Background: an optimization exercise with open tools, aiming at small area. Do not read the settings as production practice. RTL that was checked went through simulation tests only; none was proved equivalent to the original. Power figures rest on the tool's default switching activity, not on a simulated workload.

Setup of build 70:
Design cordic, start of the top module:
module cordic (
    input clock,
    input reset,
    output signed [12:0] sine,
    output signed [12:0] cosine
);
Size: about 28 I/O pins, ~6300 µm² of cells after synthesis.
export LEC_CHECK = 0
export ABC_AREA = 1
export CAP_MARGIN = 20
export CORE_MARGIN = 2
export CORE_UTILIZATION = 40
export CTS_BUF_LIST = sky130_fd_sc_hd__clkbuf_8
export GPL_TIMING_DRIVEN = 0
export PLACE_DENSITY = 0.6
export SLEW_MARGIN = 20
create_clock -name core_clock -period 5.0 [get_ports {clock}]
run.sh (not shown) runs the stock make flow with config.mk's settings and CLKGATE_MAP_FILE= SYNTH_SCRIPT=/design/flow/synth_recipe.tcl, a recipe that flattens the netlist after the stock synthesis.
Build 70 did not stop at any stage, and its layout met the timing, DRC and antenna checks.
> inputs changed (build 70 -> trial 71)
--- a/flow/design.v
+++ b/flow/design.v
@@ -381,20 +381,20 @@
     assign tb[5] = (~tj[1] & ~tj[5] & ~tj[6]) | (tj[0] & ~tj[1] & ~tj[6]) | (~tj[0] & tj[1] & tj[3] & tj[4] & tj[5] & ~tj[6]) | (tj[0] & tj[1] & ~tj[4] & ~tj[5]) | (~tj[0] & ~tj[1] & tj[2] & tj[3] & ~tj[4]) | (tj[0] & tj[1] & ~tj[2] & ~tj[3] & ~tj[5]) | (~tj[0] & tj[1] & tj[2] & tj[3] & tj[4] & tj[6]) | (tj[1] & ~tj[3] & ~tj[4] & tj[6]) | (~tj[1] & ~tj[2] & ~tj[3] & tj[4] & tj[5]) | (~tj[1] & ~tj[4] & ~tj[6]) | (~tj[0] & ~tj[1] & ~tj[2] & tj[4] & tj[6]) | (~tj[0] & tj[1] & ~tj[3] & tj[5] & tj[6]) | (tj[0] & ~tj[1] & tj[2] & tj[4] & ~tj[5]) | (~tj[1] & tj[2] & tj[3] & tj[5] & tj[6]) | (~tj[0] & tj[2] & ~tj[3] & tj[4] & tj[5] & ~tj[6]) | (~tj[1] & ~tj[2] & tj[3] & tj[4] & ~tj[5]) | (tj[1] & tj[2] & tj[4] & tj[5] & tj[6]) | (~tj[0] & ~tj[1] & ~tj[3] & tj[4] & ~tj[5]) | (~tj[0] & ~tj[1] & tj[3] & ~tj[4] & tj[5]);
     assign tb[6] = (tj[1] & ~tj[2] & ~tj[5] & ~tj[6]) | (~tj[1] & tj[2] & ~tj[6]) | (tj[0] & tj[1] & ~tj[2] & ~tj[6]) | (tj[2] & ~tj[3] & ~tj[4] & ~tj[5]) | (tj[1] & tj[2] & ~tj[4] & ~tj[5]) | (~tj[1] & ~tj[2] & tj[3] & tj[4] & ~tj[5] & tj[6]) | (~tj[2] & ~tj[3] & ~tj[4] & tj[5] & tj[6]) | (tj[1] & ~tj[2] & ~tj[4] & tj[5]) | (~tj[1] & tj[2] & tj[3] & ~tj[4] & tj[5]) | (~tj[0] & ~tj[1] & ~tj[2] & tj[3] & tj[4] & tj[6]) | (tj[2] & ~tj[3] & tj[4] & tj[5] & tj[6]) | (tj[0] & tj[1] & tj[2] & tj[4] & tj[6]) | (~tj[0] & tj[1] & tj[2] & tj[4] & tj[5]) | (tj[0] & tj[2] & ~tj[4] & ~tj[5]) | (tj[1] & ~tj[2] & ~tj[3] & ~tj[6]) | (tj[0] & tj[1] & ~tj[2] & ~tj[3] & tj[5]) | (tj[0] & ~tj[2] & ~tj[4] & tj[5] & tj[6]) | (tj[1] & tj[2] & ~tj[3] & tj[4] & tj[6]) | (~tj[0] & ~tj[1] & ~tj[2] & ~tj[3] & tj[4] & ~tj[5]);
     assign tb[7] = (tj[1] & tj[2] & tj[3] & ~tj[5] & ~tj[6]) | (~tj[2] & ~tj[3] & ~tj[6]) | (tj[1] & tj[2] & tj[3] & ~tj[4] & ~tj[6]) | (~tj[1] & ~tj[3] & ~tj[6]) | (~tj[0] & ~tj[3] & tj[4] & tj[5] & ~tj[6]) | (~tj[3] & ~tj[4] & ~tj[5]) | (~tj[1] & ~tj[2] & tj[3] & tj[4] & ~tj[5] & tj[6]) | (tj[2] & ~tj[3] & ~tj[4] & tj[6]) | (tj[2] & ~tj[3] & ~tj[5] & tj[6]) | (tj[1] & ~tj[2] & tj[3] & tj[5] & tj[6]) | (~tj[1] & tj[3] & ~tj[4] & tj[5] & tj[6]) | (tj[0] & ~tj[2] & ~tj[3] & ~tj[5]) | (tj[1] & ~tj[2] & ~tj[3] & ~tj[5]) | (tj[0] & ~tj[1] & tj[3] & tj[5] & tj[6]) | (tj[0] & tj[1] & tj[2] & tj[3] & ~tj[6]) | (~tj[1] & tj[2] & tj[3] & tj[5] & tj[6]);
     assign tb[8] = (tj[1] & tj[2] & ~tj[4] & ~tj[6]) | (tj[3] & ~tj[4] & ~tj[6]) | (~tj[2] & ~tj[3] & tj[4]) | (~tj[1] & ~tj[3] & tj[4]) | (tj[3] & ~tj[4] & ~tj[5]) | (tj[4] & tj[5] & tj[6]) | (~tj[3] & tj[4] & tj[6]) | (tj[1] & tj[2] & tj[3] & ~tj[4]) | (~tj[1] & ~tj[2] & tj[4] & tj[6]) | (~tj[0] & ~tj[3] & tj[4] & tj[5]);
     assign tb[9] = (tj[0] & tj[1] & tj[2] & tj[4] & tj[5] & ~tj[6]) | (tj[3] & tj[4] & tj[5] & ~tj[6]) | (~tj[4] & ~tj[5]) | (~tj[3] & ~tj[5] & tj[6]) | (~tj[1] & ~tj[2] & ~tj[5] & tj[6]);
     assign tb[10] = (tj[1] & tj[3] & tj[4] & tj[6]) | (tj[2] & tj[3] & tj[4] & tj[6]) | (tj[5] & tj[6]);
     assign x9 = sw ? tb : ta;
     assign y9 = sw ? ta : tb;
     logic [10:0] x10, y10;
-    addsmall #(.W(11), .K(3)) ux10 (.a(11'(x9)), .b(3'(y9 >> 9)), .sub(dirs_a[1]), .s(x10));
-    addsmall #(.W(11), .K(3)) uy10 (.a(11'(y9)), .b(3'(x9 >> 9)), .sub(~dirs_a[1]), .s(y10));
+    addfast #(.W(11), .K(3)) ux10 (.a(11'(x9)), .b(3'(y9 >> 9)), .sub(dirs_a[1]), .s(x10));
+    addfast #(.W(11), .K(3)) uy10 (.a(11'(y9)), .b(3'(x9 >> 9)), .sub(~dirs_a[1]), .s(y10));
     logic [9:0] dirs_r1;
     logic [1:0] q_r1;
     logic [10:0] x_r1;
     logic [10:0] y_r1;
     always_ff @(posedge clock) begin
         dirs_r1 <= dirs_a;
         q_r1 <= q;
         x_r1 <= x10;
         y_r1 <= y10;
[summary]
- Maximum frequency delta (trial 71 − build 70): unfavourable
- Measured against each other, trial 71 and build 70 differ in setup slack at placement, the lower figure coming from build 70.
- Number of vias in the routed layout was higher in the run labelled build 70.
- Looking only at clock network area share, and setting everything else aside, the lower value of trial 71 and build 70 goes to build 70.
- Build 70 → trial 71: fraction of the cycle the final worst path needs rose by 1.9 points; number of well-tap cells placed went up; routed wire length saw a decrease.
- Trial 71 leaves less setup margin than build 70.
- Changes observed in trial 71 relative to build 70: via-per-instance ratio fell 0.088, total chip power moved up.
No functional check of the RTL was part of trial 71.

[what the ideal ports hide]
In the flow no input, the clock included, has a driving cell. The finished layouts below were timed again as built, in two steps. Step 1 (the two cells are an assumption about what drives the block):
set clk [get_ports {clock}]
set_driving_cell -lib_cell sky130_fd_sc_hd__clkbuf_16 $clk
set_driving_cell -lib_cell sky130_fd_sc_hd__buf_2 [delete_from_list [all_inputs] $clk]
Step 2, shift: input delay + t, output delay - t, t = (earliest + latest rising clock arrival at the registers) / 2. This alone moves slack from input paths to output paths. Three values: no drivers, after step 1, after step 2; two values: the first two.
run	t, ns	setup slack, ns	worst setup path after step 2
build 70	0.361	0.301 / 0.301 / 0.301	register to register
trial 71	0.357	0.204 / 0.204 / 0.204	register to register
After both steps every run listed still meets setup and hold.
